Context: an optimization exercise on an open-source flow, tuned for small area and a short achievable clock period. The choices shown serve that exercise and are no tape-out recipe. Where RTL was checked, it was by simulation tests only, not by an equivalence proof against the original. No functional check of the RTL was part of run 2. Power is estimated from default activity; no workload was simulated.

==> flow/design.v, too long to show whole: its modules and the start of the top module <==
// module Decoder: 17 lines
// module ARITHMETIC_UNIT: 1128 lines
// module lOGIC_UNIT: 32 lines
// module CMP_UNIT: 30 lines
// module SHIFT_UNIT: 32 lines
// module ALU_TOP: 21 lines
module ALU_TOP #(parameter width = 16)
(
    input wire [width-1:0] A, B,
    input wire [3:0] ALU_FUN,
    input wire CLK, RST,
    output wire [(width*2)-1:0] Arith_OUT,
    output wire [width-1:0] Logic_OUT, CMP_OUT,
    output wire [width:0] SHIFT_OUT,
    output wire Carry_OUT, Arith_Flag, Logic_Flag, CMP_Flag, SHIFT_Flag
);
  // ...
==> flow/flow/run.sh <==
#!/bin/bash
# The standard layout (the standard.sh: ORFS synthesis through finish).
# The one change: every input and output port still gets its own buffer, but a
# plain sky130_fd_sc_hd__buf_1 instead of the delay cell buffer_ports picks by itself.
set -euo pipefail
export BUFFER_PORTS_ARGS="-buffer_cell sky130_fd_sc_hd__buf_1"
bash standard.sh > standard.log 2>&1
==> flow/standard.sh <==
#!/bin/bash
# synth_recipe.tcl (not shown) runs the flow's synth.tcl, then flattens the netlist and writes it again
# the make line also repeats each setting of config.mk as NAME=value (left out here)
make -C /OpenROAD-flow-scripts/flow DESIGN_CONFIG=/design/flow/config.mk WORK_HOME=/design/flow/orfs CLKGATE_MAP_FILE= SYNTH_SCRIPT=/design/flow/synth_recipe.tcl "${@:-finish}"
==> flow/config.mk <==
export PLATFORM = sky130hd
export DESIGN_NAME = ALU_TOP
export DESIGN_NICKNAME = ALU_TOP
export VERILOG_FILES = /design/flow/design.v
export SDC_FILE = /design/flow/constraint.sdc
export NUM_CORES = 4
export LEC_CHECK = 0
export ABC_AREA = 1
export ABC_CLOCK_PERIOD_IN_PS = 90000
export CAP_MARGIN = 20
export CORE_MARGIN = 2
export CORE_UTILIZATION = 40
export CTS_BUF_LIST = sky130_fd_sc_hd__clkbuf_8
export CTS_CLUSTER_SIZE = 10
export PLACE_DENSITY = 0.75
export SLEW_MARGIN = 20
==> flow/constraint.sdc <==
create_clock -name core_clock -period 90.0 [get_ports {CLK}]
set_input_delay 18.0000 -clock core_clock [delete_from_list [all_inputs] [get_ports {CLK}]]
set_output_delay 18.0000 -clock core_clock [all_outputs]
set_load 0.01 [all_outputs]
==> summary.log, run 1 <==
qor: sta.final_critical_path_setup_slack 52.83 ns
qor: sta.timing.hold.ws 17.81 ns
qor: global_routing.use_met2 43.05%
qor: logic_synthesis.synth.distinct_cells 57
qor: cells_and_area.number_of_fillers_in_the_final_layout 4465
qor: cells_and_area.final_nets 2921
qor: pwr.power.clock.fraction 7.2%
qor: cells_and_area.share_of_cell_area_taken_by_multi_input_logic_gates 73.22%
qor: clock_tree.cts_setup_buffers 0
qor: placed_design.dp_cells 3235
qor: drt.topRoutingLayerUsed met5
qor: sta.worst_pin_slew 1.038 ns
qor: drt.drt-total-wl 56.80 mm
qor: drt.detail-route-antenna-nets 0
qor: global_routing.initial_antenna_violation_count 5
qor: pwr.power_switching_share 54.88%
qor: clock_tree.cts_repair_resized_insts 0
qor: setup_path.critical_path.slowest_cell sky130_fd_sc_hd__nor2_1
qor: cells_and_area.largest_class multi-input combinational cells
qor: pwr.power_leakage 9.324 nW
qor: logic_synthesis.synth-adder-area-share 17.64%
qor: global_routing.grtUsageMet3 4.639%
qor: setup_path.critPathCaptureType flop
qor: placed_design.io_buffer_count 109
qor: status.run_status timing/DRC/antenna clean
qor: setup_path.critical_path.startpoint B[15]
qor: run.maxCapViolCount 0
qor: logic_synthesis.synthesis.yosys.warnings 5
qor: global_routing.global_route.peak_usage_layer met2
==> run 2: changes to the inputs <==
--- a/flow/design.v
+++ b/flow/design.v
@@ -1107,25 +1107,24 @@
     wire d15_G855 = d15_g803 | (d15_t818 & d15_G832);
     wire d15_G856 = d15_g805 | (d15_t820 & d15_G845);
     wire d15_G857 = d15_g807 | (d15_t822 & d15_G852);
     wire d15_G858 = d15_g809 | (d15_t824 & d15_G850);
     wire d15_G859 = d15_g811 | (d15_t826 & d15_G853);
     wire d15_G860 = d15_g813 | (d15_t828 & d15_G851);
     wire d15_G861 = d15_g815 | (d15_t830 & d15_G854);
     assign q[0] = d15_G861;    
+    wire [15:0] qq = {1'b0, q} ^ ({16{qinc}} & {q, 1'b1});
     wire sq = sa ^ sb;
-    wire [16:0] qv = {2'b00, q} ^ {17{sq}};
-    wire qci = qinc ^ sq;
-    wire [16:0] qall;
-    assign qall[0] = qci;
-    generate for (gi = 1; gi < 17; gi = gi + 1) begin : incq
-        assign qall[gi] = qall[gi-1] & qv[gi-1];
+    wire [15:0] qlo;
+    assign qlo[0] = 1'b0;
+    generate for (gi = 1; gi < 16; gi = gi + 1) begin : negq
+        assign qlo[gi] = qlo[gi-1] | qq[gi-1];
     end endgenerate
-    wire [16:0] quo = qv ^ qall;
+    wire [16:0] quo = {sq & (|qq), qq ^ ({16{sq}} & qlo)};
     wire bnz = |B;
     reg [31:0] res;
     always @(*) begin
         case (ALU_FUN[1:0])
             2'b10: res = prod;
             2'b11: res = bnz ? {{15{quo[16]}}, quo} : 32'b0;
             default: res = {{15{as17[16]}}, as17};
         endcase
==> flow/run.sh (new file) <==
#!/bin/bash
# synth_recipe.tcl (not shown) runs the flow's synth.tcl, then flattens the netlist and writes it again
# the make line also repeats each setting of config.mk as NAME=value (left out here)
make -C /OpenROAD-flow-scripts/flow DESIGN_CONFIG=/design/flow/config.mk WORK_HOME=/design/flow/orfs CLKGATE_MAP_FILE= SYNTH_SCRIPT=/design/flow/synth_recipe.tcl finish
==> flow/config.mk (replaced) <==
export PLATFORM = sky130hd
export DESIGN_NAME = ALU_TOP
export DESIGN_NICKNAME = ALU_TOP
export VERILOG_FILES = /design/flow/design.v
export SDC_FILE = /design/flow/constraint.sdc
export NUM_CORES = 4
export LEC_CHECK = 0
export ABC_AREA = 1
export ABC_CLOCK_PERIOD_IN_PS = 90000
export CAP_MARGIN = 20
export CORE_MARGIN = 2
export CORE_UTILIZATION = 40
export SLEW_MARGIN = 20
removed: flow/flow/run.sh
removed: flow/standard.sh
==> summary.log, run 2 <==
qor: status.run_status timing/DRC/antenna clean [unchanged]
qor: clock_tree.numClockSinks 71 [unchanged]
qor: logic_synthesis.synth_xor_xnor_area_share 11.81% [was 12.56%]
qor: clock_tree.clk_transition_reported_paths 0.07 ns [was 0.09 ns]
qor: setup_path.worst_path_largest_cell_delay 0.88 ns [was 0.72 ns]
qor: logic_synthesis.synth.top_cells.by_count sky130_fd_sc_hd__nand2_1, sky130_fd_sc_hd__inv_1, sky130_fd_sc_hd__nand3_1 [unchanged]
qor: drt.drt_drc_violations_left 0 [unchanged]
qor: drt.firstDrtPassIters 6 [unchanged]
qor: cells_and_area.area_of_all_placed_cells_without_fillers 20190 sq um [was 18180 sq um]
qor: pwr.power_density_over_the_cells 21.30 nW/um^2 [was 21.02 nW/um^2]
qor: pwr.peak_supply_drop 44.48 uV [was 33.45 uV]
qor: cells_and_area.antenna_cells_inserted 0 [was 3]
qor: logic_synthesis.synth_top_family_by_area simple AND/OR/NAND/NOR gates [unchanged]
qor: setup_path.critPathMostFrequentCell sky130_fd_sc_hd__nand2_1 [unchanged]
qor: sta.timing.fmax 0.02723 GHz [was 0.02691 GHz]
qor: logic_synthesis.post-synth-top-area-fraction 12.53% [was 14.09%]
qor: logic_synthesis.synth_compound_gate_area_share 14.65% [was 14.61%]
qor: global_routing.initial_antenna_violation_count 2 [was 5]
qor: drt.detail-route-antenna-nets 0 [unchanged]
qor: cells_and_area.layout_commonest_cell sky130_fd_sc_hd__nand2_1 [unchanged]
qor: logic_synthesis.synth-edff-count 0 [unchanged]
qor: logic_synthesis.postSynthCellCount 2756 [was 2677]
qor: run.maxCapViolCount 0 [unchanged]
qor: clock_tree.cts.path.max_buffers 2 [unchanged]
qor: global_routing.first_global_vias 18370 [was 16903]
qor: cells_and_area.largest_reg_by_ff_count ARITHMETIC_UNIT.Arith_OUT [unchanged]
qor: drt.initialDrtViolationCount 1626 [was 1788]
qor: setup_path.critical_path.slowest_cell sky130_fd_sc_hd__clkinv_1 [was sky130_fd_sc_hd__nor2_1]
qor: logic_synthesis.synth_seq_cells 71 [unchanged]
qor: drt.post_drt_via_cell_ratio 5.628 [was 5.535]
qor: cells_and_area.layout_top_registers ARITHMETIC_UNIT.Arith_OUT (32), SHIFT_UNIT.SHIFT_OUT (17), lOGIC_UNIT.Logic_OUT (16) [unchanged]
qor: sta.grt_setup_unrepaired no [unchanged]
qor: floorplanning.fp.dieW 220.2 microns [was 211.3 microns]
qor: cells_and_area.synthToLayoutAreaGrowth 7.969% [was 5.818%]
qor: clock_tree.cts_tree built [unchanged]
qor: logic_synthesis.synth_top_area_cell sky130_fd_sc_hd__nand2_1 [unchanged]
qor: cells_and_area.largest_register_ffs 32 [unchanged]
qor: worst_hold_path.timing.hold.worst.class in2async [unchanged]
qor: floorplanning.initial_core_util 40.34% [was 40.78%]
qor: placed_design.rd_place_congestion 0.9725 [was 0.9886]
qor: global_routing.globalRouteTotalUtil 27.48% [was 25.71%]
qor: sta.timing.max_slew.rel_slack 25.85% [was 30.62%]
qor: global_routing.grt_max_degree 72 [unchanged]
qor: floorplanning.placeableCoreArea 46360 sq um [was 42130 sq um]
qor: logic_synthesis.synthesis.yosys.warnings 5 [unchanged]
qor: sta.final_hold_viol_count 0 [unchanged]
qor: setup_path.start_kind input port [unchanged]
qor: drt.drt-total-wl 66.58 mm [was 56.80 mm]
qor: logic_synthesis.synth-adder-area-share 15.25% [was 17.64%]
qor: setup_path.critPathCaptureType flop [unchanged]
qor: floorplanning.rows 79 [was 75]
qor: logic_synthesis.synthesized_area_per_cell 6.785 sq um [was 6.419 sq um]
qor: drt.vias 19080 [was 18017]
qor: placed_design.hpwl 49.61 mm [was 43.26 mm]
qor: logic_synthesis.synth.distinct_cells 77 [was 57]
qor: sta.final.min_clock_period 36.73 ns [was 37.17 ns]
qor: logic_synthesis.synth.top_cells.by_area sky130_fd_sc_hd__nand2_1, sky130_fd_sc_hd__fa_1, sky130_fd_sc_hd__xor2_1 [unchanged]
qor: setup_path.cp_data_arrival_time 36.94 ns [was 37.48 ns]
qor: clock_tree.root_buffer sky130_fd_sc_hd__clkbuf_16 [was sky130_fd_sc_hd__clkbuf_8]
qor: sta.final-setup-viol-count 0 [unchanged]
qor: placed_design.io_buffer_count 109 [unchanged]
qor: clock_tree.cts-buffers-inserted 9 [unchanged]
qor: clock_tree.cts_repair_resized_insts 0 [unchanged]
qor: clock_tree.cts_setup_buffers 0 [unchanged]
qor: logic_synthesis.seq_area_frac_synth 9.501% [was 10.34%]
qor: setup_path.cp_max_fo 28 [was 26]
qor: sta.worst_pin_slew 1.108 ns [was 1.038 ns]
qor: logic_synthesis.synth_flop_cell sky130_fd_sc_hd__dfrtp_1 [unchanged]
qor: pwr.power_leakage 10.16 nW [was 9.324 nW]
qor: drt.wl_per_cell 19.64 microns [was 17.45 microns]
qor: logic_synthesis.post_synth_mux_area_share 0.1071% [was 0.1165%]
qor: sta.setup_tns 0 ns [unchanged]
qor: cells_and_area.final_cell_mix sky130_fd_sc_hd__nand2_1, sky130_fd_sc_hd__inv_1, sky130_fd_sc_hd__nand3_1, sky130_fd_sc_hd__xor2_1, sky130_fd_sc_hd__nor2_1 [was sky130_fd_sc_hd__nand2_1, sky130_fd_sc_hd__inv_1, sky130_fd_sc_hd__nand3_1, sky130_fd_sc_hd__xor2_1, sky130_fd_sc_hd__a21oi_1]
qor: cells_and_area.share_of_layout_cells_above_drive_strength_1 13.01% [was 8.551%]
qor: logic_synthesis.synth_simple_gate_area_share 33.84% [was 32.13%]
qor: logic_synthesis.async_reset_ff_share 100.0% [unchanged]
qor: cells_and_area.final_nets 2976 [was 2921]
qor: logic_synthesis.synth.most_common_cell sky130_fd_sc_hd__nand2_1 [unchanged]
qor: placed_design.dpl-instance-area 19860 sq um [was 17960 sq um]
qor: cells_and_area.post-route-util 43.55% [was 43.15%]
qor: sta.maxSlewViolCount 0 [unchanged]
qor: global_routing.grt_pass1_wl 102.7 mm [was 89.96 mm]
qor: floorplanning.design.die.area 48500 sq um [was 44630 sq um]
qor: clock_tree.hold_buffers 0 [unchanged]
qor: floorplanning.dieHeight 220.2 microns [was 211.3 microns]
qor: clock_tree.deepest_level_of_the_cts_h_tree 3 [unchanged]
qor: global_routing.globalRouteOverflowTotal 0 [unchanged]
qor: setup_path.worst-setup-path-type in2reg [unchanged]
qor: logic_synthesis.syn-cell-area 18700 sq um [was 17180 sq um]
qor: sta.finalCritPeriodShare 40.81% [was 41.30%]
qor: setup_path.required_time_worst_endpoint 90.22 ns [was 90.31 ns]
qor: floorplanning.io_pins 124 [unchanged]
-- run 2: cell count changes after synthesis, moves of 16 or more --
cell / previous run / this run
sky130_fd_sc_hd__a21oi_1: 151 / 110
sky130_fd_sc_hd__clkbuf_8: 0 / 27
sky130_fd_sc_hd__inv_1: 312 / 340
sky130_fd_sc_hd__inv_2: 50 / 20
sky130_fd_sc_hd__nand2_1: 645 / 624
sky130_fd_sc_hd__nand2_2: 45 / 101
sky130_fd_sc_hd__nand2_4: 11 / 36
sky130_fd_sc_hd__nand3_2: 9 / 31
sky130_fd_sc_hd__o22ai_1: 136 / 120
-- run 2: logic make-up (layout without fill, tap and decap cells) --
family	after synthesis	after routing
compound gates	443	443
other cells	1	14
flops	71	71
xor+xnor	232	232
simple gates	1286	1286
fa+ha+maj	161	161
mux	2	2
buf+inv	560	574
-- run 2: critical path: cells and delay by family --
family	cells	cell delay, ns
AOI/OAI and AO/OA	10	3.74
xor gates and xnor gates	1	0.28
adders and majority gates	2	0.97
buffers and inverters	18	3.16
and+or+nand+nor	100	10.59
-- run 2: final timing paths --
kind	from	endpoint	slack, ns	cells after the start
max	B[15]	ARITHMETIC_UNIT.Arith_OUT[18]	53.27	131
min	RST	ARITHMETIC_UNIT.Arith_OUT[17]	17.77	1
max in group asynchronous	RST	ARITHMETIC_UNIT.Arith_Flag	71.59	1
min in group core_clock	ALU_FUN[1]	lOGIC_UNIT.Logic_OUT[0]	18.30	3
-- run 2: routing by layer --
layer	wire length, microns	vias to the layer above	GRT usage [%]	share of wire (%)
li1	-	8958	-	-
met1	26970	9057	34.64	41
met2	31370	862	46.66	47
met3	5068	199	3.285	7.6
met4	3137	4	13.20	4.7
met5	27	-	0	0.041
-- run 2: final cells by class --
class / instances / area (sq um)
fill: 4747 / 26170
clock inverter: 7 / 80.08
clock buffer: 9 / 225.2
sequential: 71 / 1777
timing repair buffer: 169 / 1549
inverter: 389 / 1579
multi-input combinational: 2138 / 14220
tap: 607 / 759.5
-- run 2: per-stage QoR --
| stage | hold WS [ns] | std cells | power [W] | setup WS [ns] |
|---|---|---|---|---|
| 6_report | 17.77 | 3390 | 0.0004300 | 53.27 |
| 5_1_grt | 17.86 | 3390 | 0.0004843 | 51.29 |
| 4_1_cts | 17.81 | 3389 | 0.0004336 | 53.51 |
| 3_5_place_dp | 18.21 | 3373 | 0.0003939 | 53.14 |
| 3_3_place_gp | 18.20 | 3373 | 0.0003875 | 53.80 |
| 2_1_floorplan | 17.70 | 2769 | 0.0002955 | 57.89 |
-- run 2: report_power, final --
group / switching (W) / total (W) / internal, W / leakage (nW)
Combinational: 0.000216 / 0.000354 / 0.000139 / 9.05
Sequential: 0.00000144 / 0.0000374 / 0.0000359 / 0.955
Clock: 0.0000165 / 0.0000383 / 0.0000218 / 0.148

==> afterwards: timing with drivers on the ports <==
How much do the figures lean on ideal ports? The routed layouts below were timed once more, with nothing changed but the port constraints.
Step 1, drivers: a clkbuf_16 drives CLK and a buf_2 each remaining input, both assumed.
Step 2 also shifts input and output timing later by t, the mid clock arrival at the registers, as if the neighbouring blocks saw the same clock.
Slacks: ideal / step 1 / step 2; pairs: ideal / step 1.
| run | shift t [ns] | slack for setup (ns) | hold WS [ns] | worst slew at a driven data input, ns | pins driven straight from the clock port |
|---|---|---|---|---|---|
| run 1 | 0.438 | 52.835 / 52.846 / 52.408 | 17.811 / 17.792 / 18.230 | 0.11 | 1 |
| run 2 | 0.415 | 53.272 / 53.298 / 52.883 | 17.769 / 17.744 / 18.159 | 0.13 | 1 |
After both steps every run listed still meets setup and hold. For run 1, which loses most, drivers alone change the setup slack by +0.011 ns; drivers and shift together by -0.427 ns.
